Context: an optimization exercise on an open-source flow, tuned for small area. The choices shown serve that exercise and are no tape-out recipe.
Function was checked by simulation only, so behaviour that the tests miss may differ from the original.
Power figures rest on the tool's default switching activity, not on a simulated workload.

==> flow/design.v, too long to show whole: its modules and the start of the top module <==
// module vga640x480: 887 lines
// module bossBattleTop: 360 lines
module bossBattleTop(clk, btnRst, btnLeft, btnRight, btnShoot,
	seg, an, vgaRed, vgaGreen, vgaBlue, Hsync, Vsync
    );
  // ...
==> flow/run.sh <==
#!/bin/bash
# synth_recipe.tcl (not shown) runs the flow's synth.tcl, then flattens the netlist and writes it again
# the make line also repeats each setting of config.mk as NAME=value (left out here)
make -C /OpenROAD-flow-scripts/flow DESIGN_CONFIG=/design/flow/config.mk WORK_HOME=/design/flow/orfs CLKGATE_MAP_FILE= SYNTH_SCRIPT=/design/flow/synth_recipe.tcl finish
==> flow/config.mk <==
export PLATFORM = sky130hd
export DESIGN_NAME = bossBattleTop
export DESIGN_NICKNAME = bossBattleTop
export VERILOG_FILES = /design/flow/design.v
export SDC_FILE = /design/flow/constraint.sdc
export NUM_CORES = 4
export LEC_CHECK = 0
export CAP_MARGIN = 20
export CORE_MARGIN = 2
export CORE_UTILIZATION = 40
export SLEW_MARGIN = 20
==> flow/constraint.sdc <==
create_clock -name core_clock -period 10.0 [get_ports {clk}]
set_input_delay 2.0000 -clock core_clock [delete_from_list [all_inputs] [get_ports {clk}]]
set_output_delay 2.0000 -clock core_clock [all_outputs]
set_load 0.01 [all_outputs]
==> qor.csv, run 1 <==
stage,metric,value,unit
run_status,status,timing/DRC/antenna clean,
placed_design,dpl hpwl,35.7,mm
floorplanning,Core ar.,38600,sq um
worst_setup_path,Levels on crit path,24,
worst_setup_path,crit start category,register,
cells_and_area,max reg flops,18,
synth,Syn Area/Cell,8.14,sq um
cells_and_area,Top Registers,"itimer: 18 flops, vgaController.hc: 10 flops, vgaController.vc: 10 flops",
drt,drc violations,0,
sta,Max Freq,0.114,GHz
worst_setup_path,Crit path max-delay family,adder cells,
drt,DRT Pass-1 Iters,5,
synth,Syn. warnings,2,
drt,met3 WL,3.21,mm
clocking,H-tree depth,4,
cells_and_area,CLK BUF,18,
floorplanning,Initial Util,40.5,%
sta,Tmin final,8.74,ns
cells_and_area,Largest cell class,multi-input gates,
cells_and_area,"commonest non-fill, non-tap cell in the layout",nand2_1,
worst_setup_path,endpoint class of the critical path,output pin,
sta,Max Slew Vio Count,0,
floorplanning,Rows,72,
placed_design,I/O Buffers,25,
cells_and_area,Storage cell area,4100,sq um
grt,largest net degree at the start of global routing,68,
clocking,worst skew pair latency,0.45,ns
sta,relative slew slack,22.7,%
worst_setup_path,Crit path required time,8.00,ns
worst_setup_path,crit path launch,bossProjY[0],
drt,DRT Wirelength,47.6,mm
worst_setup_path,"Slowest-stage cell, CP",clkdlybuf4s50_1,
synth,simple-gate share of the synthesized area,23.0,%
cells_and_area,fin util,43.7,%
==> module vga640x480, before the edit <==
module vga640x480(
	input wire clk,
	input wire dclk_en,		 
	input wire rst,			 
	input wire display_player,
	input wire indicate1,
	input wire indicate2,
	input wire [4:0] bossHPk,	 
	input wire [2:0] bossState,	 
	input wire [5:1] bossAlive,	 
	input wire [8:0] bossProjY,	 
	input wire [5:0] playerJ,	 
	input wire [9:0] playerX,
	input wire [5:0] pq1, pq2, pq3,	 
	input wire [8:0] py1, py2, py3,	 
	input wire [1:0] gameState,
	output wire hsync,
	output wire vsync,
	output reg [2:0] red,
	output reg [2:0] green,
	output reg [1:0] blue
	);
parameter hpixels = 800;
parameter vlines = 521;
parameter hpulse = 96;
parameter vpulse = 2;
parameter vbp = 31;
parameter vfp = 511;
parameter bossHP_Y = 56;
parameter bossHP_H = 40;
parameter bossHP_X = 144 + 50;
parameter PX_PER_BLOCK = 15;
parameter EYE_PX_PER_BLOCK = 10;
parameter VICTORY_Y = 233;
parameter VICTORY_X = 179;
parameter GAMEOVER_X = 314;
parameter GAMEOVER_Y = 189;
parameter LEFT_EYE_X = 334;
parameter LEFT_EYE_Y = 151;
parameter RIGHT_EYE_X = 264+230;
parameter RIGHT_EYE_Y = 151;
parameter INDIC_W = 10;
parameter INDIC_H = 15;
parameter INDIC_Y = 231;
parameter INDIC1_1X = 254;
parameter INDIC1_2X = 664;
parameter INDIC2_1X = 144 + 30;
parameter INDIC2_2X = 464;
parameter INDIC2_3X = 783 - 30;
parameter bossX = 264;
parameter bossY = 121;
parameter bossW = 400;
parameter bossH = 110;
reg [9:0] hc;
reg [9:0] vc;
reg [5:0] gq;
reg [3:0] gr;
wire hend = GEc(hc, hpixels - 1);
always @(posedge clk)
begin
	if (rst == 1)
	begin
		hc <= 0;
		vc <= 0;
		gq <= 1;
		gr <= 9;
	end
	else if (dclk_en)
	begin
		if (!hend)
		begin
			hc <= INCr(hc);
			if (gr == 14) begin
				gr <= 0;
				gq <= INCr(gq);
			end
			else
				gr <= INCr(gr);
		end
		else
		begin
			hc <= 0;
			gq <= 1;
			gr <= 9;
			if (LEc(vc, vlines - 2))
				vc <= INCr(vc);
			else
				vc <= 0;
		end
	end
end
assign hsync = GEc(hc, hpulse);
assign vsync = GEc(vc, vpulse);
function [10:0] ADDr(input [10:0] a, input [10:0] b);
	integer i;
	reg c;
	begin
		c = 1'b0;
		for (i = 0; i < 11; i = i + 1) begin
			ADDr[i] = a[i] ^ b[i] ^ c;
			c = (a[i] & b[i]) | (c & (a[i] ^ b[i]));
		end
	end
endfunction
function [10:0] SUBr(input [10:0] a, input [10:0] b);
	integer i;
	reg c;
	begin
		c = 1'b1;
		for (i = 0; i < 11; i = i + 1) begin
			SUBr[i] = a[i] ^ ~b[i] ^ c;
			c = (a[i] & ~b[i]) | (c & (a[i] ^ ~b[i]));
		end
	end
endfunction
function [10:0] INCr(input [10:0] a);
	integer i;
	reg c;
	begin
		c = 1'b1;
		for (i = 0; i < 11; i = i + 1) begin
			INCr[i] = a[i] ^ c;
			c = c & a[i];
		end
	end
endfunction
function [10:0] DECr(input [10:0] a);
	integer i;
	reg c;
	begin
		c = 1'b1;
		for (i = 0; i < 11; i = i + 1) begin
			DECr[i] = a[i] ^ c;
			c = c & ~a[i];
		end
	end
endfunction
function GEc(input [10:0] x, input [10:0] c);
	integer i;
	reg r;
	begin
		r = 1'b1;
		for (i = 0; i < 11; i = i + 1)
			r = c[i] ? (x[i] & r) : (x[i] | r);
		GEc = r;
	end
endfunction
function LEc(input [10:0] x, input [10:0] c);
	integer i;
	reg r;
	begin
		r = 1'b1;
		for (i = 0; i < 11; i = i + 1)
			r = c[i] ? (~x[i] | r) : (~x[i] & r);
		LEc = r;
	end
endfunction
wire [10:0] dv = SUBr(vc, bossProjY);		 
wire [10:0] ds = SUBr(hc, bossProjY);		 
wire [10:0] dt = ADDr(hc, bossProjY);		 
reg bvy;
reg [5:1] bcol;
always @(*) begin
	bvy = LEc(dv, 25);
	bcol = 0;
	case (bossState)
		3'd2, 3'd4: bcol = {GEc(hc, 654) && LEc(hc, 674), GEc(hc, 554) && LEc(hc, 574), GEc(hc, 454) && LEc(hc, 474),
			GEc(hc, 354) && LEc(hc, 374), GEc(hc, 254) && LEc(hc, 274)};
		3'd3, 3'd5: bcol = {1'b0, GEc(hc, 604) && LEc(hc, 624), GEc(hc, 504) && LEc(hc, 524),
			GEc(hc, 404) && LEc(hc, 424), GEc(hc, 304) && LEc(hc, 324)};
		3'd6: begin
			bcol = {3'b0, GEc(hc, 614) && LEc(hc, 714), GEc(hc, 214) && LEc(hc, 314)};
			bvy = LEc(dv, 280);
		end
		3'd7: begin
			bcol = {2'b0, GEc(hc, 683) && LEc(hc, 783), GEc(hc, 414) && LEc(hc, 514), GEc(hc, 144) && LEc(hc, 244)};
			bvy = LEc(dv, 280);
		end
		3'd1: begin
			bcol = {1'b0, GEc(dt, 685) && LEc(dt, 705), GEc(ds, 223) && LEc(ds, 243), GEc(dt, 915) && LEc(dt, 935), GEc(ds, 13) && LEc(ds, 33)};
			bvy = LEc(dv, 20);
		end
		default: ;
	endcase
end
wire bossProjDraw = bvy && |(bcol & bossAlive);
wire [5:0] dq = SUBr(gq, playerJ);
wire playerDraw = display_player && GEc(vc, 450) && LEc(vc, 480) &&
	((dq == 0 && GEc(gr, 8)) || dq == 1 || (dq == 2 && LEc(gr, 8)));
wire [9:0] dv1 = SUBr(vc, py1);
wire [9:0] dv2 = SUBr(vc, py2);
wire [9:0] dv3 = SUBr(vc, py3);
wire pcol = LEc(gr, 10);
wire pd1 = pcol && gq == pq1 && GEc(py1, 31) && LEc(dv1, 10);
wire pd2 = pcol && gq == pq2 && GEc(py2, 31) && LEc(dv2, 10);
wire pd3 = pcol && gq == pq3 && GEc(py3, 31) && LEc(dv3, 10);
wire [9:0] bossHPend = ADDr(ADDr({bossHPk, 4'b0}, {bossHPk, 2'b0}), bossHP_X);
wire dc0 = GEc(vc, vbp) && LEc(vc, (vfp) - 1);
wire dc1 = GEc(vc, LEFT_EYE_Y + (2*EYE_PX_PER_BLOCK)) && LEc(vc, LEFT_EYE_Y + (4*EYE_PX_PER_BLOCK)) && GEc(hc, LEFT_EYE_X + (5*EYE_PX_PER_BLOCK)) && LEc(hc, LEFT_EYE_X + (7*EYE_PX_PER_BLOCK));
wire dc2 = GEc(vc, LEFT_EYE_Y + EYE_PX_PER_BLOCK) && LEc(vc, LEFT_EYE_Y + (2*EYE_PX_PER_BLOCK)) && GEc(hc, LEFT_EYE_X + (5*EYE_PX_PER_BLOCK)) && LEc(hc, LEFT_EYE_X + (6*EYE_PX_PER_BLOCK));
wire dc3 = GEc(vc, LEFT_EYE_Y) && LEc(vc, LEFT_EYE_Y + EYE_PX_PER_BLOCK) && GEc(hc, LEFT_EYE_X) && LEc(hc, LEFT_EYE_X + (3*EYE_PX_PER_BLOCK));
wire dc4 = GEc(vc, LEFT_EYE_Y + EYE_PX_PER_BLOCK) && LEc(vc, LEFT_EYE_Y + (2*EYE_PX_PER_BLOCK)) && GEc(hc, LEFT_EYE_X + EYE_PX_PER_BLOCK) && LEc(hc, LEFT_EYE_X + (6*EYE_PX_PER_BLOCK));
wire dc5 = GEc(vc, LEFT_EYE_Y + (2*EYE_PX_PER_BLOCK)) && LEc(vc, LEFT_EYE_Y + (3*EYE_PX_PER_BLOCK)) && GEc(hc, LEFT_EYE_X + EYE_PX_PER_BLOCK) && LEc(hc, LEFT_EYE_X + (9*EYE_PX_PER_BLOCK));
wire dc6 = GEc(vc, LEFT_EYE_Y + (3*EYE_PX_PER_BLOCK)) && LEc(vc, LEFT_EYE_Y + (4*EYE_PX_PER_BLOCK)) && GEc(hc, LEFT_EYE_X + (2*EYE_PX_PER_BLOCK)) && LEc(hc, LEFT_EYE_X + (9*EYE_PX_PER_BLOCK));
wire dc7 = GEc(vc, LEFT_EYE_Y + (4*EYE_PX_PER_BLOCK)) && LEc(vc, LEFT_EYE_Y + (5*EYE_PX_PER_BLOCK)) && GEc(hc, LEFT_EYE_X + (3*EYE_PX_PER_BLOCK)) && LEc(hc, LEFT_EYE_X + (9*EYE_PX_PER_BLOCK));
wire dc8 = GEc(vc, LEFT_EYE_Y + (5*EYE_PX_PER_BLOCK)) && LEc(vc, LEFT_EYE_Y + (6*EYE_PX_PER_BLOCK)) && GEc(hc, LEFT_EYE_X + (4*EYE_PX_PER_BLOCK)) && LEc(hc, LEFT_EYE_X + (8*EYE_PX_PER_BLOCK));
wire dc9 = GEc(vc, LEFT_EYE_Y - (2*EYE_PX_PER_BLOCK)) && LEc(vc, LEFT_EYE_Y - EYE_PX_PER_BLOCK) && GEc(hc, LEFT_EYE_X + (3*EYE_PX_PER_BLOCK)) && LEc(hc, LEFT_EYE_X + (6*EYE_PX_PER_BLOCK));
wire dc10 = GEc(vc, LEFT_EYE_Y - EYE_PX_PER_BLOCK) && LEc(vc, LEFT_EYE_Y) && GEc(hc, LEFT_EYE_X + (5*EYE_PX_PER_BLOCK)) && LEc(hc, LEFT_EYE_X + (8*EYE_PX_PER_BLOCK));
wire dc11 = GEc(vc, LEFT_EYE_Y) && LEc(vc, LEFT_EYE_Y + EYE_PX_PER_BLOCK) && GEc(hc, LEFT_EYE_X + (7*EYE_PX_PER_BLOCK)) && LEc(hc, LEFT_EYE_X + (10*EYE_PX_PER_BLOCK));
wire dc12 = GEc(vc, RIGHT_EYE_Y + (2*EYE_PX_PER_BLOCK)) && LEc(vc, RIGHT_EYE_Y + (4*EYE_PX_PER_BLOCK)) && GEc(hc, RIGHT_EYE_X + (2*EYE_PX_PER_BLOCK)) && LEc(hc, RIGHT_EYE_X + (4*EYE_PX_PER_BLOCK));
wire dc13 = GEc(vc, RIGHT_EYE_Y + EYE_PX_PER_BLOCK) && LEc(vc, RIGHT_EYE_Y + (2*EYE_PX_PER_BLOCK)) && GEc(hc, RIGHT_EYE_X + (3*EYE_PX_PER_BLOCK)) && LEc(hc, RIGHT_EYE_X + (4*EYE_PX_PER_BLOCK));
wire dc14 = GEc(vc, RIGHT_EYE_Y) && LEc(vc, RIGHT_EYE_Y + EYE_PX_PER_BLOCK) && GEc(hc, RIGHT_EYE_X + (6*EYE_PX_PER_BLOCK)) && LEc(hc, RIGHT_EYE_X + (9*EYE_PX_PER_BLOCK));
wire dc15 = GEc(vc, RIGHT_EYE_Y + EYE_PX_PER_BLOCK) && LEc(vc, RIGHT_EYE_Y + (2*EYE_PX_PER_BLOCK)) && GEc(hc, RIGHT_EYE_X + (3*EYE_PX_PER_BLOCK)) && LEc(hc, RIGHT_EYE_X + (8*EYE_PX_PER_BLOCK));
wire dc16 = GEc(vc, RIGHT_EYE_Y + (2*EYE_PX_PER_BLOCK)) && LEc(vc, RIGHT_EYE_Y + (3*EYE_PX_PER_BLOCK)) && GEc(hc, RIGHT_EYE_X) && LEc(hc, RIGHT_EYE_X + (8*EYE_PX_PER_BLOCK));
wire dc17 = GEc(vc, RIGHT_EYE_Y + (3*EYE_PX_PER_BLOCK)) && LEc(vc, RIGHT_EYE_Y + (4*EYE_PX_PER_BLOCK)) && GEc(hc, RIGHT_EYE_X) && LEc(hc, RIGHT_EYE_X + (7*EYE_PX_PER_BLOCK));
wire dc18 = GEc(vc, RIGHT_EYE_Y + (4*EYE_PX_PER_BLOCK)) && LEc(vc, RIGHT_EYE_Y + (5*EYE_PX_PER_BLOCK)) && GEc(hc, RIGHT_EYE_X) && LEc(hc, RIGHT_EYE_X + (6*EYE_PX_PER_BLOCK));
wire dc19 = GEc(vc, RIGHT_EYE_Y + (5*EYE_PX_PER_BLOCK)) && LEc(vc, RIGHT_EYE_Y + (6*EYE_PX_PER_BLOCK)) && GEc(hc, RIGHT_EYE_X + EYE_PX_PER_BLOCK) && LEc(hc, RIGHT_EYE_X + (5*EYE_PX_PER_BLOCK));
wire dc20 = GEc(vc, RIGHT_EYE_Y - (2*EYE_PX_PER_BLOCK)) && LEc(vc, RIGHT_EYE_Y - EYE_PX_PER_BLOCK) && GEc(hc, RIGHT_EYE_X + (3*EYE_PX_PER_BLOCK)) && LEc(hc, RIGHT_EYE_X + (6*EYE_PX_PER_BLOCK));
wire dc21 = GEc(vc, RIGHT_EYE_Y - EYE_PX_PER_BLOCK) && LEc(vc, RIGHT_EYE_Y) && GEc(hc, RIGHT_EYE_X + EYE_PX_PER_BLOCK) && LEc(hc, RIGHT_EYE_X + (4*EYE_PX_PER_BLOCK));
wire dc22 = GEc(vc, RIGHT_EYE_Y) && LEc(vc, RIGHT_EYE_Y + EYE_PX_PER_BLOCK) && GEc(hc, RIGHT_EYE_X - EYE_PX_PER_BLOCK) && LEc(hc, RIGHT_EYE_X + (2*EYE_PX_PER_BLOCK));
wire dc23 = GEc(vc, bossY) && LEc(vc, bossY + bossH) && GEc(hc, bossX) && LEc(hc, bossX + bossW);
wire dc24 = GEc(vc, bossHP_Y) && LEc(vc, (bossHP_Y + bossHP_H)) && GEc(hc, bossHP_X) && LEc(hc, bossHPend);
wire dc25 = GEc(bossHPk, (18) + 1);
wire dc26 = GEc(bossHPk, (9) + 1);
wire dc27 = indicate1 && GEc(vc, INDIC_Y) && LEc(vc, INDIC_Y + INDIC_H) && ((GEc(hc, INDIC1_1X) && LEc(hc, INDIC1_1X + INDIC_W)) || (GEc(hc, INDIC1_2X) && LEc(hc, INDIC1_2X + INDIC_W)));
wire dc28 = indicate2 && GEc(vc, INDIC_Y) && LEc(vc, INDIC_Y + INDIC_H) && ((GEc(hc, INDIC2_1X) && LEc(hc, INDIC2_1X + INDIC_W)) || (GEc(hc, INDIC2_2X) && LEc(hc, INDIC2_2X + INDIC_W)) || (GEc(hc, INDIC2_3X) && LEc(hc, INDIC2_3X + INDIC_W)));
wire dc29 = GEc(vc, VICTORY_Y) && LEc(vc, VICTORY_Y + (3*PX_PER_BLOCK)) && (GEc(gq, 14) || (gq == 13 && GEc(gr, 8))) && (LEc(gq, 13) || (gq == 14 && LEc(gr, 8)));
wire dc30 = GEc(vc, VICTORY_Y) && LEc(vc, VICTORY_Y + (3*PX_PER_BLOCK)) && (GEc(gq, 18) || (gq == 17 && GEc(gr, 8))) && (LEc(gq, 17) || (gq == 18 && LEc(gr, 8)));
wire dc31 = GEc(vc, VICTORY_Y + (3*PX_PER_BLOCK)) && LEc(vc, VICTORY_Y + (4*PX_PER_BLOCK)) && (((GEc(gq, 15) || (gq == 14 && GEc(gr, 8))) && (LEc(gq, 14) || (gq == 15 && LEc(gr, 8)))) || ((GEc(gq, 17) || (gq == 16 && GEc(gr, 8))) && (LEc(gq, 16) || (gq == 17 && LEc(gr, 8)))));
wire dc32 = GEc(vc, VICTORY_Y + (4*PX_PER_BLOCK)) && LEc(vc, VICTORY_Y + (5*PX_PER_BLOCK)) && (GEc(gq, 16) || (gq == 15 && GEc(gr, 8))) && (LEc(gq, 15) || (gq == 16 && LEc(gr, 8)));
wire dc33 = GEc(vc, VICTORY_Y) && LEc(vc, VICTORY_Y + (5*PX_PER_BLOCK)) && (GEc(gq, 20) || (gq == 19 && GEc(gr, 8))) && (LEc(gq, 19) || (gq == 20 && LEc(gr, 8)));
wire dc34 = GEc(vc, VICTORY_Y) && LEc(vc, VICTORY_Y + PX_PER_BLOCK) && (GEc(gq, 22) || (gq == 21 && GEc(gr, 8))) && (LEc(gq, 24) || (gq == 25 && LEc(gr, 8)));
wire dc35 = GEc(vc, VICTORY_Y) && LEc(vc, VICTORY_Y + (5*PX_PER_BLOCK)) && (GEc(gq, 22) || (gq == 21 && GEc(gr, 8))) && (LEc(gq, 21) || (gq == 22 && LEc(gr, 8)));
wire dc36 = GEc(vc, VICTORY_Y + (4*PX_PER_BLOCK)) && LEc(vc, VICTORY_Y + (5*PX_PER_BLOCK)) && (GEc(gq, 22) || (gq == 21 && GEc(gr, 8))) && (LEc(gq, 24) || (gq == 25 && LEc(gr, 8)));
wire dc37 = GEc(vc, VICTORY_Y) && LEc(vc, VICTORY_Y + PX_PER_BLOCK) && (GEc(gq, 27) || (gq == 26 && GEc(gr, 8))) && (LEc(gq, 30) || (gq == 31 && LEc(gr, 8)));
wire dc38 = GEc(vc, VICTORY_Y) && LEc(vc, VICTORY_Y + (5*PX_PER_BLOCK)) && (GEc(gq, 29) || (gq == 28 && GEc(gr, 8))) && (LEc(gq, 28) || (gq == 29 && LEc(gr, 8)));
wire dc39 = GEc(vc, VICTORY_Y) && LEc(vc, VICTORY_Y + PX_PER_BLOCK) && (GEc(gq, 34) || (gq == 33 && GEc(gr, 8))) && (LEc(gq, 34) || (gq == 35 && LEc(gr, 8)));
wire dc40 = GEc(vc, VICTORY_Y + PX_PER_BLOCK) && LEc(vc, VICTORY_Y + (4*PX_PER_BLOCK)) && (GEc(gq, 33) || (gq == 32 && GEc(gr, 8))) && (LEc(gq, 32) || (gq == 33 && LEc(gr, 8)));
wire dc41 = GEc(vc, VICTORY_Y + PX_PER_BLOCK) && LEc(vc, VICTORY_Y + (4*PX_PER_BLOCK)) && (GEc(gq, 36) || (gq == 35 && GEc(gr, 8))) && (LEc(gq, 35) || (gq == 36 && LEc(gr, 8)));
wire dc42 = GEc(vc, VICTORY_Y + (4*PX_PER_BLOCK)) && LEc(vc, VICTORY_Y + (5*PX_PER_BLOCK)) && (GEc(gq, 34) || (gq == 33 && GEc(gr, 8))) && (LEc(gq, 34) || (gq == 35 && LEc(gr, 8)));
wire dc43 = GEc(vc, VICTORY_Y) && LEc(vc, VICTORY_Y + PX_PER_BLOCK) && (GEc(gq, 38) || (gq == 37 && GEc(gr, 8))) && (LEc(gq, 39) || (gq == 40 && LEc(gr, 8)));
wire dc44 = GEc(vc, VICTORY_Y) && LEc(vc, VICTORY_Y + (5*PX_PER_BLOCK)) && (GEc(gq, 38) || (gq == 37 && GEc(gr, 8))) && (LEc(gq, 37) || (gq == 38 && LEc(gr, 8)));
wire dc45 = GEc(vc, VICTORY_Y + (2*PX_PER_BLOCK)) && LEc(vc, VICTORY_Y + (3*PX_PER_BLOCK)) && (GEc(gq, 38) || (gq == 37 && GEc(gr, 8))) && (LEc(gq, 40) || (gq == 41 && LEc(gr, 8)));
wire dc46 = GEc(vc, VICTORY_Y + PX_PER_BLOCK) && LEc(vc, VICTORY_Y + (2*PX_PER_BLOCK)) && (GEc(gq, 41) || (gq == 40 && GEc(gr, 8))) && (LEc(gq, 40) || (gq == 41 && LEc(gr, 8)));
wire dc47 = GEc(vc, VICTORY_Y + (3*PX_PER_BLOCK)) && LEc(vc, VICTORY_Y + (4*PX_PER_BLOCK)) && (GEc(gq, 40) || (gq == 39 && GEc(gr, 8))) && (LEc(gq, 39) || (gq == 40 && LEc(gr, 8)));
wire dc48 = GEc(vc, VICTORY_Y + (4*PX_PER_BLOCK)) && LEc(vc, VICTORY_Y + (5*PX_PER_BLOCK)) && (GEc(gq, 41) || (gq == 40 && GEc(gr, 8))) && (LEc(gq, 40) || (gq == 41 && LEc(gr, 8)));
wire dc49 = GEc(vc, VICTORY_Y) && LEc(vc, VICTORY_Y + PX_PER_BLOCK) && (((GEc(gq, 43) || (gq == 42 && GEc(gr, 8))) && (LEc(gq, 42) || (gq == 43 && LEc(gr, 8)))) || ((GEc(gq, 47) || (gq == 46 && GEc(gr, 8))) && (LEc(gq, 46) || (gq == 47 && LEc(gr, 8)))));
wire dc50 = GEc(vc, VICTORY_Y + PX_PER_BLOCK) && LEc(vc, VICTORY_Y + (2*PX_PER_BLOCK)) && (((GEc(gq, 44) || (gq == 43 && GEc(gr, 8))) && (LEc(gq, 43) || (gq == 44 && LEc(gr, 8)))) || ((GEc(gq, 46) || (gq == 45 && GEc(gr, 8))) && (LEc(gq, 45) || (gq == 46 && LEc(gr, 8)))));
wire dc51 = GEc(vc, VICTORY_Y + (2*PX_PER_BLOCK)) && LEc(vc, VICTORY_Y + (5*PX_PER_BLOCK)) && (GEc(gq, 45) || (gq == 44 && GEc(gr, 8))) && (LEc(gq, 44) || (gq == 45 && LEc(gr, 8)));
wire dc52 = GEc(vc, VICTORY_Y) && LEc(vc, VICTORY_Y + (3*PX_PER_BLOCK)) && (GEc(gq, 49) || (gq == 48 && GEc(gr, 8))) && (LEc(gq, 48) || (gq == 49 && LEc(gr, 8)));
wire dc53 = GEc(vc, VICTORY_Y + (4*PX_PER_BLOCK)) && LEc(vc, VICTORY_Y + (5*PX_PER_BLOCK)) && (GEc(gq, 49) || (gq == 48 && GEc(gr, 8))) && (LEc(gq, 48) || (gq == 49 && LEc(gr, 8)));
wire dc54 = GEc(vc, GAMEOVER_Y) && LEc(vc, GAMEOVER_Y + PX_PER_BLOCK) && (GEc(gq, 24) || (gq == 23 && GEc(gr, 8))) && (LEc(gq, 25) || (gq == 26 && LEc(gr, 8)));
wire dc55 = GEc(vc, GAMEOVER_Y + PX_PER_BLOCK) && LEc(vc, GAMEOVER_Y + (4*PX_PER_BLOCK)) && (GEc(gq, 23) || (gq == 22 && GEc(gr, 8))) && (LEc(gq, 22) || (gq == 23 && LEc(gr, 8)));
wire dc56 = GEc(vc, GAMEOVER_Y + (4*PX_PER_BLOCK)) && LEc(vc, GAMEOVER_Y + (5*PX_PER_BLOCK)) && (GEc(gq, 24) || (gq == 23 && GEc(gr, 8))) && (LEc(gq, 25) || (gq == 26 && LEc(gr, 8)));
wire dc57 = GEc(vc, GAMEOVER_Y + (2*PX_PER_BLOCK)) && LEc(vc, GAMEOVER_Y + (5*PX_PER_BLOCK)) && (GEc(gq, 26) || (gq == 25 && GEc(gr, 8))) && (LEc(gq, 25) || (gq == 26 && LEc(gr, 8)));
wire dc58 = GEc(vc, GAMEOVER_Y + (2*PX_PER_BLOCK)) && LEc(vc, GAMEOVER_Y + (3*PX_PER_BLOCK)) && (GEc(gq, 25) || (gq == 24 && GEc(gr, 8))) && (LEc(gq, 24) || (gq == 25 && LEc(gr, 8)));
wire dc59 = GEc(vc, GAMEOVER_Y) && LEc(vc, GAMEOVER_Y + PX_PER_BLOCK) && (GEc(gq, 29) || (gq == 28 && GEc(gr, 8))) && (LEc(gq, 29) || (gq == 30 && LEc(gr, 8)));
wire dc60 = GEc(vc, GAMEOVER_Y + PX_PER_BLOCK) && LEc(vc, GAMEOVER_Y + (5*PX_PER_BLOCK)) && (GEc(gq, 28) || (gq == 27 && GEc(gr, 8))) && (LEc(gq, 27) || (gq == 28 && LEc(gr, 8)));
wire dc61 = GEc(vc, GAMEOVER_Y + PX_PER_BLOCK) && LEc(vc, GAMEOVER_Y + (5*PX_PER_BLOCK)) && (GEc(gq, 31) || (gq == 30 && GEc(gr, 8))) && (LEc(gq, 30) || (gq == 31 && LEc(gr, 8)));
wire dc62 = GEc(vc, GAMEOVER_Y + (2*PX_PER_BLOCK)) && LEc(vc, GAMEOVER_Y + (3*PX_PER_BLOCK)) && (GEc(gq, 29) || (gq == 28 && GEc(gr, 8))) && (LEc(gq, 29) || (gq == 30 && LEc(gr, 8)));
wire dc63 = GEc(vc, GAMEOVER_Y) && LEc(vc, GAMEOVER_Y + (5*PX_PER_BLOCK)) && (GEc(gq, 33) || (gq == 32 && GEc(gr, 8))) && (LEc(gq, 32) || (gq == 33 && LEc(gr, 8)));
wire dc64 = GEc(vc, GAMEOVER_Y + PX_PER_BLOCK) && LEc(vc, GAMEOVER_Y + (2*PX_PER_BLOCK)) && (GEc(gq, 34) || (gq == 33 && GEc(gr, 8))) && (LEc(gq, 33) || (gq == 34 && LEc(gr, 8)));
wire dc65 = GEc(vc, GAMEOVER_Y + (2*PX_PER_BLOCK)) && LEc(vc, GAMEOVER_Y + (3*PX_PER_BLOCK)) && (GEc(gq, 35) || (gq == 34 && GEc(gr, 8))) && (LEc(gq, 34) || (gq == 35 && LEc(gr, 8)));
wire dc66 = GEc(vc, GAMEOVER_Y + PX_PER_BLOCK) && LEc(vc, GAMEOVER_Y + (2*PX_PER_BLOCK)) && (GEc(gq, 36) || (gq == 35 && GEc(gr, 8))) && (LEc(gq, 35) || (gq == 36 && LEc(gr, 8)));
wire dc67 = GEc(vc, GAMEOVER_Y) && LEc(vc, GAMEOVER_Y + (5*PX_PER_BLOCK)) && (GEc(gq, 37) || (gq == 36 && GEc(gr, 8))) && (LEc(gq, 36) || (gq == 37 && LEc(gr, 8)));
wire dc68 = GEc(vc, GAMEOVER_Y) && LEc(vc, GAMEOVER_Y + PX_PER_BLOCK) && (GEc(gq, 40) || (gq == 39 && GEc(gr, 8))) && (LEc(gq, 41) || (gq == 42 && LEc(gr, 8)));
wire dc69 = GEc(vc, GAMEOVER_Y + (2*PX_PER_BLOCK)) && LEc(vc, GAMEOVER_Y + (3*PX_PER_BLOCK)) && (GEc(gq, 40) || (gq == 39 && GEc(gr, 8))) && (LEc(gq, 40) || (gq == 41 && LEc(gr, 8)));
wire dc70 = GEc(vc, GAMEOVER_Y + (4*PX_PER_BLOCK)) && LEc(vc, GAMEOVER_Y + (5*PX_PER_BLOCK)) && (GEc(gq, 40) || (gq == 39 && GEc(gr, 8))) && (LEc(gq, 41) || (gq == 42 && LEc(gr, 8)));
wire dc71 = GEc(vc, GAMEOVER_Y) && LEc(vc, GAMEOVER_Y + (5*PX_PER_BLOCK)) && (GEc(gq, 39) || (gq == 38 && GEc(gr, 8))) && (LEc(gq, 38) || (gq == 39 && LEc(gr, 8)));
wire dc72 = GEc(vc, GAMEOVER_Y + (6*PX_PER_BLOCK)) && LEc(vc, GAMEOVER_Y + (7*PX_PER_BLOCK)) && (GEc(gq, 24) || (gq == 23 && GEc(gr, 8))) && (LEc(gq, 24) || (gq == 25 && LEc(gr, 8)));
wire dc73 = GEc(vc, GAMEOVER_Y + (7*PX_PER_BLOCK)) && LEc(vc, GAMEOVER_Y + (10*PX_PER_BLOCK)) && (GEc(gq, 23) || (gq == 22 && GEc(gr, 8))) && (LEc(gq, 22) || (gq == 23 && LEc(gr, 8)));
wire dc74 = GEc(vc, GAMEOVER_Y + (7*PX_PER_BLOCK)) && LEc(vc, GAMEOVER_Y + (10*PX_PER_BLOCK)) && (GEc(gq, 26) || (gq == 25 && GEc(gr, 8))) && (LEc(gq, 25) || (gq == 26 && LEc(gr, 8)));
wire dc75 = GEc(vc, GAMEOVER_Y + (10*PX_PER_BLOCK)) && LEc(vc, GAMEOVER_Y + (11*PX_PER_BLOCK)) && (GEc(gq, 24) || (gq == 23 && GEc(gr, 8))) && (LEc(gq, 24) || (gq == 25 && LEc(gr, 8)));
wire dc76 = GEc(vc, GAMEOVER_Y + (6*PX_PER_BLOCK)) && LEc(vc, GAMEOVER_Y + (9*PX_PER_BLOCK)) && (GEc(gq, 28) || (gq == 27 && GEc(gr, 8))) && (LEc(gq, 27) || (gq == 28 && LEc(gr, 8)));
wire dc77 = GEc(vc, GAMEOVER_Y + (6*PX_PER_BLOCK)) && LEc(vc, GAMEOVER_Y + (9*PX_PER_BLOCK)) && (GEc(gq, 32) || (gq == 31 && GEc(gr, 8))) && (LEc(gq, 31) || (gq == 32 && LEc(gr, 8)));
wire dc78 = GEc(vc, GAMEOVER_Y + (9*PX_PER_BLOCK)) && LEc(vc, GAMEOVER_Y + (10*PX_PER_BLOCK)) && (GEc(gq, 29) || (gq == 28 && GEc(gr, 8))) && (LEc(gq, 28) || (gq == 29 && LEc(gr, 8)));
wire dc79 = GEc(vc, GAMEOVER_Y + (10*PX_PER_BLOCK)) && LEc(vc, GAMEOVER_Y + (11*PX_PER_BLOCK)) && (GEc(gq, 30) || (gq == 29 && GEc(gr, 8))) && (LEc(gq, 29) || (gq == 30 && LEc(gr, 8)));
wire dc80 = GEc(vc, GAMEOVER_Y + (9*PX_PER_BLOCK)) && LEc(vc, GAMEOVER_Y + (10*PX_PER_BLOCK)) && (GEc(gq, 31) || (gq == 30 && GEc(gr, 8))) && (LEc(gq, 30) || (gq == 31 && LEc(gr, 8)));
wire dc81 = GEc(vc, GAMEOVER_Y + (6*PX_PER_BLOCK)) && LEc(vc, GAMEOVER_Y + (11*PX_PER_BLOCK)) && (GEc(gq, 34) || (gq == 33 && GEc(gr, 8))) && (LEc(gq, 33) || (gq == 34 && LEc(gr, 8)));
wire dc82 = GEc(vc, GAMEOVER_Y + (6*PX_PER_BLOCK)) && LEc(vc, GAMEOVER_Y + (7*PX_PER_BLOCK)) && (GEc(gq, 35) || (gq == 34 && GEc(gr, 8))) && (LEc(gq, 36) || (gq == 37 && LEc(gr, 8)));
wire dc83 = GEc(vc, GAMEOVER_Y + (8*PX_PER_BLOCK)) && LEc(vc, GAMEOVER_Y + (9*PX_PER_BLOCK)) && (GEc(gq, 35) || (gq == 34 && GEc(gr, 8))) && (LEc(gq, 35) || (gq == 36 && LEc(gr, 8)));
wire dc84 = GEc(vc, GAMEOVER_Y + (10*PX_PER_BLOCK)) && LEc(vc, GAMEOVER_Y + (11*PX_PER_BLOCK)) && (GEc(gq, 35) || (gq == 34 && GEc(gr, 8))) && (LEc(gq, 36) || (gq == 37 && LEc(gr, 8)));
wire dc85 = GEc(vc, GAMEOVER_Y + (6*PX_PER_BLOCK)) && LEc(vc, GAMEOVER_Y + (11*PX_PER_BLOCK)) && (GEc(gq, 39) || (gq == 38 && GEc(gr, 8))) && (LEc(gq, 38) || (gq == 39 && LEc(gr, 8)));
wire dc86 = GEc(vc, GAMEOVER_Y + (6*PX_PER_BLOCK)) && LEc(vc, GAMEOVER_Y + (7*PX_PER_BLOCK)) && (GEc(gq, 40) || (gq == 39 && GEc(gr, 8))) && (LEc(gq, 40) || (gq == 41 && LEc(gr, 8)));
wire dc87 = GEc(vc, GAMEOVER_Y + (8*PX_PER_BLOCK)) && LEc(vc, GAMEOVER_Y + (9*PX_PER_BLOCK)) && (GEc(gq, 40) || (gq == 39 && GEc(gr, 8))) && (LEc(gq, 41) || (gq == 42 && LEc(gr, 8)));
wire dc88 = GEc(vc, GAMEOVER_Y + (7*PX_PER_BLOCK)) && LEc(vc, GAMEOVER_Y + (8*PX_PER_BLOCK)) && (GEc(gq, 42) || (gq == 41 && GEc(gr, 8))) && (LEc(gq, 41) || (gq == 42 && LEc(gr, 8)));
wire dc89 = GEc(vc, GAMEOVER_Y + (9*PX_PER_BLOCK)) && LEc(vc, GAMEOVER_Y + (10*PX_PER_BLOCK)) && (GEc(gq, 41) || (gq == 40 && GEc(gr, 8))) && (LEc(gq, 40) || (gq == 41 && LEc(gr, 8)));
wire dc90 = GEc(vc, GAMEOVER_Y + (10*PX_PER_BLOCK)) && LEc(vc, GAMEOVER_Y + (11*PX_PER_BLOCK)) && (GEc(gq, 42) || (gq == 41 && GEc(gr, 8))) && (LEc(gq, 41) || (gq == 42 && LEc(gr, 8)));
always @(*)
begin
	red = 3'b000;
	green = 3'b000;
	blue = 2'b00;
	if (dc0)
	begin
		if (gameState == 2'b00) begin
			if (dc1)
			begin
				red = 3'b000;
				green = 3'b000;
				blue = 2'b00;
			end
			else if (dc2)
			begin
				red = 3'b000;
				green = 3'b000;
				blue = 2'b00;
			end
			else if (dc3)
			begin
				red = 3'b111;
				green = 3'b111;
				blue = 2'b11;
			end
			else if (dc4)
			begin
				red = 3'b111;
				green = 3'b111;
				blue = 2'b11;
			end
			else if (dc5)
			begin
				red = 3'b111;
				green = 3'b111;
				blue = 2'b11;
			end
			else if (dc6)
			begin
				red = 3'b111;
				green = 3'b111;
				blue = 2'b11;
			end
			else if (dc7)
			begin
				red = 3'b111;
				green = 3'b111;
				blue = 2'b11;
			end
			else if (dc8)
			begin
				red = 3'b111;
				green = 3'b111;
				blue = 2'b11;
			end
			else if (dc9)
			begin
				red = 3'b000;
				green = 3'b000;
				blue = 2'b00;
			end
			else if (dc10)
			begin
				red = 3'b000;
				green = 3'b000;
				blue = 2'b00;
			end
			else if (dc11)
			begin
				red = 3'b000;
				green = 3'b000;
				blue = 2'b00;
			end
			else if (dc12)
			begin
				red = 3'b000;
				green = 3'b000;
				blue = 2'b00;
			end
			else if (dc13)
			begin
				red = 3'b000;
				green = 3'b000;
				blue = 2'b00;
			end
			else if (dc14)
			begin
				red = 3'b111;
				green = 3'b111;
				blue = 2'b11;
			end
			else if (dc15)
			begin
				red = 3'b111;
				green = 3'b111;
				blue = 2'b11;
			end
			else if (dc16)
			begin
				red = 3'b111;
				green = 3'b111;
				blue = 2'b11;
			end
			else if (dc17)
			begin
				red = 3'b111;
				green = 3'b111;
				blue = 2'b11;
			end
			else if (dc18)
			begin
				red = 3'b111;
				green = 3'b111;
				blue = 2'b11;
			end
			else if (dc19)
			begin
				red = 3'b111;
				green = 3'b111;
				blue = 2'b11;
			end
			else if (dc20)
			begin
				red = 3'b000;
				green = 3'b000;
				blue = 2'b00;
			end
			else if (dc21)
			begin
				red = 3'b000;
				green = 3'b000;
				blue = 2'b00;
			end
			else if (dc22)
			begin
				red = 3'b000;
				green = 3'b000;
				blue = 2'b00;
			end
			else if (dc23)
			begin
				red = 3'b111;
				green = 3'b000;
				blue = 2'b00;
			end
			else if (dc24)
			begin
				if (dc25) begin
					red = 3'b000;
					green = 3'b111;
					blue = 2'b00;
				end
				else if (dc26) begin
					red = 3'b111;
					green = 3'b111;
					blue = 2'b00;
				end
				else begin
					red = 3'b111;
					green = 3'b000;
					blue = 2'b00;
				end
			end
			else if (dc27)
			begin
				red = 3'b111;
				green = 3'b111;
				blue = 2'b00;
			end
			else if (dc28)
			begin
				red = 3'b111;
				green = 3'b111;
				blue = 2'b00;
			end
			else if (bossProjDraw)
			begin
				red = 3'b111;
				green = 3'b000;
				blue = 2'b11;
			end
			else if (playerDraw)
			begin
				red = 3'b000;
				green = 3'b000;
				blue = 2'b11;
			end
			else if (pd1 || pd2 || pd3)
			begin
				red = 3'b000;
				green = 3'b111;
				blue = 2'b11;
			end
			else
			begin
				red = 0;
				green = 0;
				blue = 0;
			end
		end
		else if (gameState == 2'b01) begin
			if (dc29)
			begin
				red = 3'b000;
				green = 3'b111;
				blue = 2'b00;
			end
			else if (dc30)
			begin
				red = 3'b000;
				green = 3'b111;
				blue = 2'b00;
			end
			else if (dc31)
			begin
				red = 3'b000;
				green = 3'b111;
				blue = 2'b00;
			end
			else if (dc32)
			begin
				red = 3'b000;
				green = 3'b111;
				blue = 2'b00;
			end
			else if (dc33)
			begin
				red = 3'b000;
				green = 3'b111;
				blue = 2'b00;
			end
			else if (dc34)
			begin
				red = 3'b000;
				green = 3'b111;
				blue = 2'b00;
			end
			else if (dc35)
			begin
				red = 3'b000;
				green = 3'b111;
				blue = 2'b00;
			end
			else if (dc36)
			begin
				red = 3'b000;
				green = 3'b111;
				blue = 2'b00;
			end
			else if (dc37)
			begin
				red = 3'b000;
				green = 3'b111;
				blue = 2'b00;
			end
			else if (dc38)
			begin
				red = 3'b000;
				green = 3'b111;
				blue = 2'b00;
			end
			else if (dc39)
			begin
				red = 3'b000;
				green = 3'b111;
				blue = 2'b00;
			end
			else if (dc40)
			begin
				red = 3'b000;
				green = 3'b111;
				blue = 2'b00;
			end
			else if (dc41)
			begin
				red = 3'b000;
				green = 3'b111;
				blue = 2'b00;
			end
			else if (dc42)
			begin
				red = 3'b000;
				green = 3'b111;
				blue = 2'b00;
			end
			else if (dc43)
			begin
				red = 3'b000;
				green = 3'b111;
				blue = 2'b00;
			end
			else if (dc44)
			begin
				red = 3'b000;
				green = 3'b111;
				blue = 2'b00;
			end
			else if (dc45)
			begin
				red = 3'b000;
				green = 3'b111;
				blue = 2'b00;
			end
			else if (dc46)
			begin
				red = 3'b000;
				green = 3'b111;
				blue = 2'b00;
			end
			else if (dc47)
			begin
				red = 3'b000;
				green = 3'b111;
				blue = 2'b00;
			end
			else if (dc48)
			begin
				red = 3'b000;
				green = 3'b111;
				blue = 2'b00;
			end
			else if (dc49)
			begin
				red = 3'b000;
				green = 3'b111;
				blue = 2'b00;
			end
			else if (dc50)
			begin
				red = 3'b000;
				green = 3'b111;
				blue = 2'b00;
			end
			else if (dc51)
			begin
				red = 3'b000;
				green = 3'b111;
				blue = 2'b00;
			end
			else if (dc52)
			begin
				red = 3'b000;
				green = 3'b111;
				blue = 2'b00;
			end
            else if (dc53)
            begin
                red = 3'b000;
                green = 3'b111;
                blue = 2'b00;
            end
			else
			begin
				red = 0;
				green = 0;
				blue = 0;
			end
		end
		else if (gameState == 2'b10)
		begin
			if (dc54)
			begin
				red = 3'b111;
				green = 3'b111;
				blue = 2'b11;
			end
			else if (dc55)
			begin
				red = 3'b111;
				green = 3'b111;
				blue = 2'b11;
			end
			else if (dc56)
			begin
				red = 3'b111;
				green = 3'b111;
				blue = 2'b11;
			end
			else if (dc57)
			begin
				red = 3'b111;
				green = 3'b111;
				blue = 2'b11;
			end
			else if (dc58)
			begin
				red = 3'b111;
				green = 3'b111;
				blue = 2'b11;
			end
			else if (dc59)
			begin
				red = 3'b111;
				green = 3'b111;
				blue = 2'b11;
			end
			else if (dc60)
			begin
				red = 3'b111;
				green = 3'b111;
				blue = 2'b11;
			end
			else if (dc61)
			begin
				red = 3'b111;
				green = 3'b111;
				blue = 2'b11;
			end
			else if (dc62)
			begin
				red = 3'b111;
				green = 3'b111;
				blue = 2'b11;
			end
			else if (dc63)
			begin
				red = 3'b111;
				green = 3'b111;
				blue = 2'b11;
			end
			else if (dc64)
			begin
				red = 3'b111;
				green = 3'b111;
				blue = 2'b11;
			end
			else if (dc65)
			begin
				red = 3'b111;
				green = 3'b111;
				blue = 2'b11;
			end
			else if (dc66)
			begin
				red = 3'b111;
				green = 3'b111;
				blue = 2'b11;
			end
			else if (dc67)
			begin
				red = 3'b111;
				green = 3'b111;
				blue = 2'b11;
			end
			else if (dc68)
			begin
				red = 3'b111;
				green = 3'b111;
				blue = 2'b11;
			end
			else if (dc69)
			begin
				red = 3'b111;
				green = 3'b111;
				blue = 2'b11;
			end
			else if (dc70)
			begin
				red = 3'b111;
				green = 3'b111;
				blue = 2'b11;
			end
			else if (dc71)
			begin
				red = 3'b111;
				green = 3'b111;
				blue = 2'b11;
			end
			else if (dc72)
			begin
				red = 3'b111;
				green = 3'b111;
				blue = 2'b11;
			end
			else if (dc73)
			begin
				red = 3'b111;
				green = 3'b111;
				blue = 2'b11;
			end
			else if (dc74)
			begin
				red = 3'b111;
				green = 3'b111;
				blue = 2'b11;
			end
			else if (dc75)
			begin
				red = 3'b111;
				green = 3'b111;
				blue = 2'b11;
			end
			else if (dc76)
			begin
				red = 3'b111;
				green = 3'b111;
				blue = 2'b11;
			end
			else if (dc77)
			begin
				red = 3'b111;
				green = 3'b111;
				blue = 2'b11;
			end
			else if (dc78)
			begin
				red = 3'b111;
				green = 3'b111;
				blue = 2'b11;
			end
			else if (dc79)
			begin
				red = 3'b111;
				green = 3'b111;
				blue = 2'b11;
			end
			else if (dc80)
			begin
				red = 3'b111;
				green = 3'b111;
				blue = 2'b11;
			end
			else if (dc81)
			begin
				red = 3'b111;
				green = 3'b111;
				blue = 2'b11;
			end
			else if (dc82)
			begin
				red = 3'b111;
				green = 3'b111;
				blue = 2'b11;
			end
			else if (dc83)
			begin
				red = 3'b111;
				green = 3'b111;
				blue = 2'b11;
			end
			else if (dc84)
			begin
				red = 3'b111;
				green = 3'b111;
				blue = 2'b11;
			end
			else if (dc85)
			begin
				red = 3'b111;
				green = 3'b111;
				blue = 2'b11;
			end
			else if (dc86)
			begin
				red = 3'b111;
				green = 3'b111;
				blue = 2'b11;
			end
			else if (dc87)
			begin
				red = 3'b111;
				green = 3'b111;
				blue = 2'b11;
			end
			else if (dc88)
			begin
				red = 3'b111;
				green = 3'b111;
				blue = 2'b11;
			end
			else if (dc89)
			begin
				red = 3'b111;
				green = 3'b111;
				blue = 2'b11;
			end
			else if (dc90)
			begin
				red = 3'b111;
				green = 3'b111;
				blue = 2'b11;
			end
			else
			begin
				red = 0;
				green = 0;
				blue = 0;
			end
		end
	end
	else
	begin
		red = 0;
		green = 0;
		blue = 0;
	end
end
endmodule
==> run 2, diff against run 1 <==
--- a/flow/design.v
+++ b/flow/design.v
@@ -1,12 +1,14 @@
 `timescale 1ns / 1ps
 module vga640x480(
 	input wire clk,
 	input wire dclk_en,		 
+	input wire [9:0] hc,		 
+	input wire hend,		 
 	input wire rst,			 
 	input wire display_player,
 	input wire indicate1,
 	input wire indicate2,
 	input wire [4:0] bossHPk,	 
 	input wire [2:0] bossState,	 
 	input wire [5:1] bossAlive,	 
 	input wire [8:0] bossProjY,	 
@@ -47,116 +49,108 @@
 parameter INDIC1_2X = 664;
 parameter INDIC2_1X = 144 + 30;
 parameter INDIC2_2X = 464;
 parameter INDIC2_3X = 783 - 30;
 parameter bossX = 264;
 parameter bossY = 121;
 parameter bossW = 400;
 parameter bossH = 110;
-reg [9:0] hc;
 reg [9:0] vc;
 reg [5:0] gq;
 reg [3:0] gr;
-wire hend = GEc(hc, hpixels - 1);
 always @(posedge clk)
 begin
 	if (rst == 1)
 	begin
-		hc <= 0;
 		vc <= 0;
 		gq <= 1;
 		gr <= 9;
 	end
+	else if (hend)
+	begin
+		gq <= 1;
+		gr <= 9;
+		if (LEc(vc, vlines - 2))
+			vc <= INCr(vc);
+		else
+			vc <= 0;
+	end
 	else if (dclk_en)
 	begin
-		if (!hend)
-		begin
-			hc <= INCr(hc);
-			if (gr == 14) begin
-				gr <= 0;
-				gq <= INCr(gq);
-			end
-			else
-				gr <= INCr(gr);
+		if (gr == 14) begin
+			gr <= 0;
+			gq <= INCr(gq);
 		end
 		else
-		begin
-			hc <= 0;
-			gq <= 1;
-			gr <= 9;
-			if (LEc(vc, vlines - 2))
-				vc <= INCr(vc);
-			else
-				vc <= 0;
-		end
+			gr <= INCr(gr);
 	end
 end
 assign hsync = GEc(hc, hpulse);
 assign vsync = GEc(vc, vpulse);
-function [10:0] ADDr(input [10:0] a, input [10:0] b);
+function [11:0] ADDr(input [11:0] a, input [11:0] b);
 	integer i;
 	reg c;
 	begin
 		c = 1'b0;
-		for (i = 0; i < 11; i = i + 1) begin
+		for (i = 0; i < 12; i = i + 1) begin
 			ADDr[i] = a[i] ^ b[i] ^ c;
 			c = (a[i] & b[i]) | (c & (a[i] ^ b[i]));
 		end
 	end
 endfunction
-function [10:0] SUBr(input [10:0] a, input [10:0] b);
+function [11:0] SUBr(input [11:0] a, input [11:0] b);
 	integer i;
 	reg c;
 	begin
 		c = 1'b1;
-		for (i = 0; i < 11; i = i + 1) begin
+		for (i = 0; i < 12; i = i + 1) begin
 			SUBr[i] = a[i] ^ ~b[i] ^ c;
 			c = (a[i] & ~b[i]) | (c & (a[i] ^ ~b[i]));
 		end
 	end
 endfunction
-function [10:0] INCr(input [10:0] a);
+function [11:0] INCr(input [11:0] a);
 	integer i;
 	reg c;
 	begin
 		c = 1'b1;
-		for (i = 0; i < 11; i = i + 1) begin
+		for (i = 0; i < 12; i = i + 1) begin
 			INCr[i] = a[i] ^ c;
 			c = c & a[i];
 		end
 	end
 endfunction
-function [10:0] DECr(input [10:0] a);
+function [11:0] DECr(input [11:0] a);
 	integer i;
 	reg c;
 	begin
 		c = 1'b1;
-		for (i = 0; i < 11; i = i + 1) begin
+		for (i = 0; i < 12; i = i + 1) begin
 			DECr[i] = a[i] ^ c;
 			c = c & ~a[i];
 		end
 	end
 endfunction
-function GEc(input [10:0] x, input [10:0] c);
+function GEc(input [11:0] x, input [11:0] c);
 	integer i;
 	reg r;
 	begin
 		r = 1'b1;
-		for (i = 0; i < 11; i = i + 1)
+		for (i = 0; i < 12; i = i + 1)
 			r = c[i] ? (x[i] & r) : (x[i] | r);
 		GEc = r;
 	end
 endfunction
-function LEc(input [10:0] x, input [10:0] c);
+function LEc(input [11:0] x, input [11:0] c);
 	integer i;
 	reg r;
 	begin
 		r = 1'b1;
-		for (i = 0; i < 11; i = i + 1)
+		for (i = 0; i < 12; i = i + 1)
 			r = c[i] ? (~x[i] | r) : (~x[i] & r);
 		LEc = r;
 	end
 endfunction
 wire [10:0] dv = SUBr(vc, bossProjY);		 
 wire [10:0] ds = SUBr(hc, bossProjY);		 
 wire [10:0] dt = ADDr(hc, bossProjY);		 
 reg bvy;
@@ -891,146 +885,146 @@
 	seg, an, vgaRed, vgaGreen, vgaBlue, Hsync, Vsync
     );
 	input clk, btnRst, btnLeft, btnRight, btnShoot;
 	output reg [7:0] seg;
 	output [3:0] an;
 	output [2:0] vgaRed, vgaGreen;
 	output [1:0] vgaBlue;
 	output Hsync, Vsync;
-	function [10:0] ADDr(input [10:0] a, input [10:0] b);
+	function [11:0] ADDr(input [11:0] a, input [11:0] b);
 		integer i;
 		reg c;
 		begin
 			c = 1'b0;
-			for (i = 0; i < 11; i = i + 1) begin
+			for (i = 0; i < 12; i = i + 1) begin
 				ADDr[i] = a[i] ^ b[i] ^ c;
 				c = (a[i] & b[i]) | (c & (a[i] ^ b[i]));
 			end
 		end
 	endfunction
-	function [10:0] SUBr(input [10:0] a, input [10:0] b);
+	function [11:0] SUBr(input [11:0] a, input [11:0] b);
 		integer i;
 		reg c;
 		begin
 			c = 1'b1;
-			for (i = 0; i < 11; i = i + 1) begin
+			for (i = 0; i < 12; i = i + 1) begin
 				SUBr[i] = a[i] ^ ~b[i] ^ c;
 				c = (a[i] & ~b[i]) | (c & (a[i] ^ ~b[i]));
 			end
 		end
 	endfunction
-	function [10:0] INCr(input [10:0] a);
+	function [11:0] INCr(input [11:0] a);
 		integer i;
 		reg c;
 		begin
 			c = 1'b1;
-			for (i = 0; i < 11; i = i + 1) begin
+			for (i = 0; i < 12; i = i + 1) begin
 				INCr[i] = a[i] ^ c;
 				c = c & a[i];
 			end
 		end
 	endfunction
-	function [10:0] DECr(input [10:0] a);
+	function [11:0] DECr(input [11:0] a);
 		integer i;
 		reg c;
 		begin
 			c = 1'b1;
-			for (i = 0; i < 11; i = i + 1) begin
+			for (i = 0; i < 12; i = i + 1) begin
 				DECr[i] = a[i] ^ c;
 				c = c & ~a[i];
 			end
 		end
 	endfunction
-	function GEc(input [10:0] x, input [10:0] c);
+	function GEc(input [11:0] x, input [11:0] c);
 		integer i;
 		reg r;
 		begin
 			r = 1'b1;
-			for (i = 0; i < 11; i = i + 1)
+			for (i = 0; i < 12; i = i + 1)
 				r = c[i] ? (x[i] & r) : (x[i] | r);
 			GEc = r;
 		end
 	endfunction
-	function LEc(input [10:0] x, input [10:0] c);
+	function LEc(input [11:0] x, input [11:0] c);
 		integer i;
 		reg r;
 		begin
 			r = 1'b1;
-			for (i = 0; i < 11; i = i + 1)
+			for (i = 0; i < 12; i = i + 1)
 				r = c[i] ? (~x[i] | r) : (~x[i] & r);
 			LEc = r;
 		end
 	endfunction
 	reg [1:0] arst_ff;
 	wire rst = arst_ff[0];
 	always @ (posedge clk or posedge btnRst)
 		if (btnRst)
 			arst_ff <= 2'b11;
 		else
 			arst_ff <= {1'b0, arst_ff[1]};
 	reg first;
 	always @(posedge clk)
 		first <= rst;
-	reg [1:0] c4;
-	reg [6:0] a;
+	reg [11:0] u;
+	reg [8:0] a;
 	reg [1:0] b4;
 	reg [4:0] b30;
 	reg [4:0] d;
 	reg [5:0] e;
-	wire c0 = c4 == 2'b00;
-	wire c1 = c4 == 2'b01;
-	wire c2 = c4 == 2'b11;
-	wire c3 = c4 == 2'b10;
-	wire a0 = a == 7'b0000000;
-	wire a25 = a == 7'b0101110;
-	wire a50 = a == 7'b1010110;
-	wire a75 = a == 7'b1011001;
-	wire a100 = a == 7'b0010110;
-	wire a124 = a == 7'b1010000;
+	wire c0 = u[1:0] == 2'd2;				 
+	wire c1 = u[1:0] == 2'd3;
+	wire c2 = u[1:0] == 2'd0;
+	wire c3 = u[1:0] == 2'd1;
+	wire uend = u == 12'd3199;
+	wire a0 = a == 9'b000000000;
+	wire a2 = a == 9'b000000011;
+	wire a100 = a == 9'b100100101;
+	wire a200 = a == 9'b111010100;
+	wire a300 = a == 9'b110100111;
+	wire a400 = a == 9'b101010000;
+	wire aend = a == 9'b000100001;				 
 	wire b30_0 = b30 == 5'b00000;
 	wire b30_20 = b30 == 5'b11011;
 	wire b30_29 = b30 == 5'b11000;
 	wire d0 = d == 5'b00000;
 	wire d10 = d == 5'b10001;
 	wire d16 = d == 5'b10111;
 	wire d19 = d == 5'b11101;
 	wire e0 = e == 6'b000000;
-	wire aend = c3 && a124;
 	wire b30end = aend && b30_29;
 	always @(posedge clk) begin
 		if (rst) begin
-			c4 <= 0; a <= 0; b4 <= 0; b30 <= 0; d <= 0; e <= 0;
+			u <= 12'd2; a <= 0; b4 <= 0; b30 <= 0; d <= 0; e <= 0;
 		end
 		else begin
-			c4 <= {c4[0], ~c4[1]};
-			if (c3) begin
-				a <= a124 ? 7'd0 : {a[5:0], ~(a[6] ^ a[5])};
+			u <= uend ? 12'd0 : INCr(u);
+			a <= aend ? 9'd0 : {a[7:0], ~(a[8] ^ a[4])};
+			if (c3)
 				e <= {e[4:0], e[5] ^ e[4] ^ (e[4:0] == 5'b00000)};
-			end
 			if (aend) begin
 				b4 <= {b4[0], ~b4[1]};
 				b30 <= b30_29 ? 5'd0 : {b30[3:0], ~(b30[4] ^ b30[2])};
 			end
 			if (b30end)
 				d <= d19 ? 5'd0 : {d[3:0], ~(d[4] ^ d[2])};
 		end
 	end
-	wire t500 = c0 && a0;					 
+	wire t500 = a0;						 
 	wire pulse_playerProj = t500 && !first;			 
-	wire pulse_bossProj = c0 && (					 
-		(b4 == 2'b00 && (a0 || a100)) ||
-		(b4 == 2'b01 && a75) ||
-		(b4 == 2'b11 && a50) ||
-		(b4 == 2'b10 && a25));
+	wire pulse_bossProj =					 
+		(b4 == 2'b00 && (a0 || a400)) ||
+		(b4 == 2'b01 && a300) ||
+		(b4 == 2'b11 && a200) ||
+		(b4 == 2'b10 && a100);
 	wire pulse_immune = t500 && b30_0;			 
 	wire phi0 = pulse_immune && d0;
 	wire pulse_cycleStep = phi0 && !first;			 
 	wire phi150000 = pulse_immune && d10;			 
-	wire phi250002 = c2 && a0 && b30_20 && d16;		 
+	wire phi250002 = a2 && b30_20 && d16;			 
 	wire en_vga = c1;					 
 	wire en_display = aend && b4 == 2'b01;			 
 	wire deb_en = c0 && e0 && !first;			 
 	wire deb_out = c2 && e0;				 
 	reg [2:0] stepL, stepR, stepS;
 	always @(posedge clk)
 		if (rst) begin
 			stepL <= 0; stepR <= 0; stepS <= 0;
@@ -1051,30 +1045,33 @@
 	always @(posedge clk)
 		if (rst) begin
 			pJ <= 6'd31;
 			playerHP <= 2'd3;
 			immune <= 0;
 		end
 		else begin
 			if (immune) begin
-				itimer <= {itimer[16:0], itimer[17] ^ itimer[10]};
 				if (itimer == 18'h08d32)
 					immune <= 0;
 			end
 			else if (playerHit && playerHP != 0) begin
 				playerHP <= DECr(playerHP);
-				itimer <= 18'd1;
 				immune <= 1;
 			end
 			if (mvLeft && pJ != 6'd11)
 				pJ <= DECr(pJ);
 			else if (mvRight && pJ != 6'd51)
 				pJ <= INCr(pJ);
 		end
+	always @(posedge clk)
+		if (!immune && playerHit && playerHP != 0)
+			itimer <= 18'd1;
+		else
+			itimer <= {itimer[16:0], itimer[17] ^ itimer[10]};
 	wire [9:0] playerX = SUBr(SUBr({pJ, 4'b0}, pJ), 16);
 	reg display_player;
 	always @(posedge clk)
 		if (immune) begin
 			if (pulse_immune)
 				display_player <= ~display_player;
 		end
 		else
@@ -1235,15 +1232,15 @@
 		else
 			case (playerHP)
 				2'd0: seg = 8'b11000000;
 				2'd1: seg = 8'b11111001;
 				2'd2: seg = 8'b10100100;
 				default: seg = 8'b10110000;
 			endcase
 	vga640x480 vgaController(
-		.clk(clk), .dclk_en(en_vga), .rst(rst), .display_player(display_player),
+		.clk(clk), .dclk_en(en_vga), .hc(u[11:2]), .hend(uend), .rst(rst), .display_player(display_player),
 		.indicate1(indicate1), .indicate2(indicate2), .bossHPk(bossHPk),
 		.bossState(bst), .bossAlive(bossAlive), .bossProjY(bossProjY),
 		.playerJ(pJ), .playerX(playerX), .pq1(pq1), .pq2(pq2), .pq3(pq3),
 		.py1(py1), .py2(py2), .py3(py3), .gameState(gameState),
 		.hsync(Hsync), .vsync(Vsync), .red(vgaRed), .green(vgaGreen), .blue(vgaBlue));
 endmodule
==> run 2 against run 1 <==
Sequential share of layout area shrank 0.43 points. Sequential cell count grew 2. Register-to-register slack lost 0.08 ns. First-iteration DRC count grew 13%. Global-route usage grew 0.51 points. Largest cell class unchanged.
==> qor.csv, run 2 <==
stage,metric,value,unit,change
worst_setup_path,Crit path max-delay family,adder cells,,
synth,cell with the most instances after synthesis,inv_1,,
clocking,H-tree depth,4,,unchanged
cells_and_area,synthesis-to-layout area growth,8.08,%,
sta,Clock Skew,0.0135,ns,
grt,first-pass GRT wire length,74.1,mm,
floorplanning,Die Y,200,microns,
synth,sequential area share after synthesis,25.8,%,
worst_setup_path,CP max stage delay,0.77,ns,
worst_setup_path,"most used cell, CP",fa_1,,
synth,Yosys top cell by area,dfxtp_1,,
worst_setup_path,critical path class,register to output pin,,
sta,Max Slew Vio Count,0,,unchanged
clocking,worst skew pair latency,0.46,ns,about the same
sta,final setup fails,0,,
synth,Syn Area/Cell,8.40,sq um,+3.2%
cells_and_area,"commonest cells after routing, fill and taps aside","inv_1, nor2_1, dfxtp_1",,
drt,DR vias,13600,,
placed_design,RD Place Congestion,0.949,,
floorplanning,Die Area,39800,sq um,
cells_and_area,layout cells sized above 1,5.68,%,
sta,RSZ-0062 raised after global routing,no,,
sta,Setup TNS,0,ns,
clocking,Sink Count,179,,
cells_and_area,Top reg by flops,itimer,,
placed_design,I/O Buffers,25,,unchanged
drt,WL per Instance,20.1,microns,
power,Combinational Power Share,9.3,%,
floorplanning,Core ar.,37700,sq um,-2.3%
worst_setup_path,crit start category,register,,
drt,number of DRC markers in iteration 0,1317,,
sta,relative slew slack,30.4,%,+7.7 points
drt,antenna violation net count after detailed routing,0,,
synth,Synth Net Count,2031,,
clocking,Inserted Clock Buffers,17,,
clocking,setup bufs post-CTS,0,,
clocking,Max Root-Sink Buffers,2,,
grt,number of global-route vias before repair,12900,,
worst_setup_path,CP max FO,18,,
cells_and_area,fin util,43.9,%,+0.27 points
grt,GRT Util Overall,24.0,%,
synth,top cell type's share of synthesized area,18.4,%,
drt,M1 wire length,21.4,mm,
cells_and_area,n_diodes,0,,
synth,Seq cells post-synth,179,,
run,number of max-cap violations,0,,
power,Sw Share,28.8,%,
power,P_int,0.00115,W,
clocking,CTS tree,yes,,
worst_setup_path,sequence of cells on the critical path,"inv_1, fa_1, fa_1, fa_1, fa_1, inv_1, fa_1, inv_1, fa_1, fa_1, inv_1, fa_1, ha_1, nand2b_1, o31a_1, a32oi_1, a41oi_1, o31a_1, nand4b_1, a211oi_1, clkdlybuf4s50_1",,
synth,Syn Inst Count,1823,,
power,VDD IR max,0.120,mV,
sta,Worst Tran Pin Value,1.03,ns,
floorplanning,Rows,71,,-1.4%
synth,Synth top cells by count,"inv_1, nor2_1, dfxtp_1",,
worst_setup_path,endpoint class of the critical path,output pin,,
power,Leak,6.55,nW,
placed_design,dpl hpwl,35.2,mm,-1.2%
sta,crit share post-route,87.3,%,
cells_and_area,fin nets,2007,,
drt,DRT Pass-1 Iters,6,,+1
cells_and_area,final cell count without fillers,2323,,
drt,Max Used Layer,met4,,
floorplanning,# IOs,27,,
synth,Post-synth EDFFs,36,,
grt,antenna violations before repair,0,,
sta,Max Freq,0.114,GHz,+0.10%
worst_setup_path,worst path bufs/invs,5,,
cells_and_area,Top Registers,"itimer: 18 flops, u: 12 flops, vgaController.vc: 10 flops",,
placed_design,Cell Count Post-Placement,2291,,
power,Flop pwr share,48.3,%,
synth,Synth area leaders,"dfxtp_1, ha_1, fa_1",,
worst_setup_path,CP arrival,6.73,ns,
drt,drc violations,0,,unchanged
synth,Synth Flop Type,dfxtp_1,,
synth,post-synthesis cell area,15300,sq um,
power,power share of the clock group,42.4,%,
drt,WL met2,21.0,mm,
cells_and_area,max reg flops,18,,unchanged
grt,grt ovf,0,,
synth,post-synth cell types,95,,
drt,met3 WL,2.81,mm,-12%
worst_setup_path,Crit path required time,8.00,ns,about the same
floorplanning,Initial Util,40.6,%,+0.13 points
floorplanning,die width,200,microns,
worst_setup_path,"Slowest-stage cell, CP",dfxtp_1,,
run_status,status,timing/DRC/antenna clean,,
drt,DRT Wirelength,46.7,mm,-1.9%
cells_and_area,"commonest non-fill, non-tap cell in the layout",inv_1,,
power,switching pwr,0.000462,W,
grt,largest net degree at the start of global routing,50,,-26%
sta,final hold viol count,0,,
clocking,CTS Hold Bufs,0,,
sta,Tmin final,8.73,ns,-0.00898 ns
min_path,Hold Crit Class,register to register,,
synth,Syn. warnings,2,,unchanged
drt,vias per cell,5.87,,
synth,Post-synth ARST share,1.12,%,
clocking,Clock Root Buffer,clkbuf_16,,
clocking,cts repair resizes,0,,
power,P per Cell Area,97.2,nW/um^2,
clocking,clock slew at reported path FFs,0.08,ns,
## run 2: cell types whose count changed after synthesis, sizes merged, moves of 7 or more
cell / before / now
a21oi: 120 / 78
a22oi: 20 / 13
a32oi: 8 / 16
and2: 28 / 18
clkbuf: 65 / 44
dfxtp: 121 / 141
edfxtp: 54 / 36
mux2i: 23 / 31
nand2: 201 / 140
nor2: 168 / 157
nor2b: 24 / 47
nor3b: 9 / 16
o21ai: 105 / 89
o22ai: 15 / 6
## run 2: worst register-to-register path, cell delays in order, from the launching register on
cell	delay, ns
dfxtp_1	0.54
inv_1	0.25
ha_1	0.29
ha_1	0.20
ha_1	0.24
fa_1	0.37
inv_1	0.07
fa_1	0.41
ha_1	0.34
fa_1	0.41
fa_1	0.39
fa_1	0.36
inv_1	0.07
fa_1	0.15
inv_1	0.04
ha_1	0.28
nor3b_1	0.28
nand3_1	0.12
o21ai_0	0.17
nand2_1	0.08
a2111oi_0	0.66
and3b_1	0.28
nand3_1	0.07
## run 2: cell families after synthesis
group / synth area share (%)
multiplexers: 2.32
flip-flops: 25.8
AND/OR/NAND/NOR: 23.5
XOR/XNOR: 2.46
buffers and inverters: 6.96
other: 0.0491
AO/OA/AOI/OAI: 18.6
adder cells (fa/ha/maj): 20.2
## run 2: layout make-up
type,instances,area (sq um)
Clock buffer,18,429
Clock inverter,14,164
Fill cell,3804,21100
Inverter,180,676
Multi-Input combinational cell,1378,10300
Sequential cell,179,3960
Tap cell,511,639
Timing Repair Buffer,43,385
## run 2: power groups by stage
| stage | clock network, W | registers (W) | logic (W) |
|---|---|---|---|
| finish | 0.000681 | 0.000776 | 0.000150 |
| floorplan | 0 | 0.000781 | 0.000113 |
| CTS | 0.000696 | 0.000777 | 0.000149 |
| detailed placement | 0 | 0.000793 | 0.000148 |
| global placement | 0 | 0.000792 | 0.000146 |
| global route | 0.000721 | 0.000780 | 0.000169 |
## run 2: routing by layer
| layer | global-route usage (%) | vias to the layer above |
|---|---|---|
| li1 | - | 6466 |
| met1 | 33.5 | 6516 |
| met2 | 37.7 | 563 |
| met3 | 2.89 | 98 |
| met4 | 9.14 | 0 |
| met5 | 0 | - |
## run 2: per-stage QoR
step                hold slack [ns]  setup slack [ns]  area, sq um  total power [W]
floorplan                     0.345              2.59        15300         0.000894
global placement              0.347              2.00        16000         0.000938
detailed placement            0.349              1.75        16000         0.000941
CTS                           0.360              1.24        16500          0.00162
global route                  0.366             0.776        16500          0.00167
finish                        0.359              1.27        16500          0.00161
## run 2: path summary, 6_finish.rpt
check / depth (start not counted) / slack, ns / endpoint / start
min in group asynchronous: 2 / 1.86 / arst_ff[1] / btnRst
max in group asynchronous: 2 / 8.12 / arst_ff[0] / btnRst
max: 21 / 1.27 / vgaGreen[1] / u[3]
min: 0 / 0.36 / arst_ff[0] / arst_ff[1]
min reg2reg: 0 / 0.36 / arst_ff[0] / arst_ff[1]
max reg2reg: 22 / 3.86 / playerHit / pJ[0]

-- separate check: timing with driven ports --
The flow's constraints put no driver on any port. The routed layouts listed below were extracted and timed again, unchanged, in two steps.
Step 1 (the two cells are an assumption about what drives the block):
set clk [get_ports {clk}]
set_driving_cell -lib_cell sky130_fd_sc_hd__clkbuf_16 $clk
set_driving_cell -lib_cell sky130_fd_sc_hd__buf_2 [delete_from_list [all_inputs] $clk]
Step 2 moves the port delays by t, midway between the first and last clock arrival at a register: inputs arrive t later, outputs are due t later. That takes back most of the time a late clock gives input paths.
Slacks: ideal ports / drivers / drivers and shift; pairs: ideal ports / drivers.
run | t, ns | setup WS [ns] | worst setup path after step 2 | cell pins on the clock port's net
run 1 | 0.498 | 1.257 / 1.206 / 1.704 | register to output | 1
run 2 | 0.506 | 1.266 / 1.215 / 1.722 | register to output | 1
After both steps setup and hold are still met in every run listed.
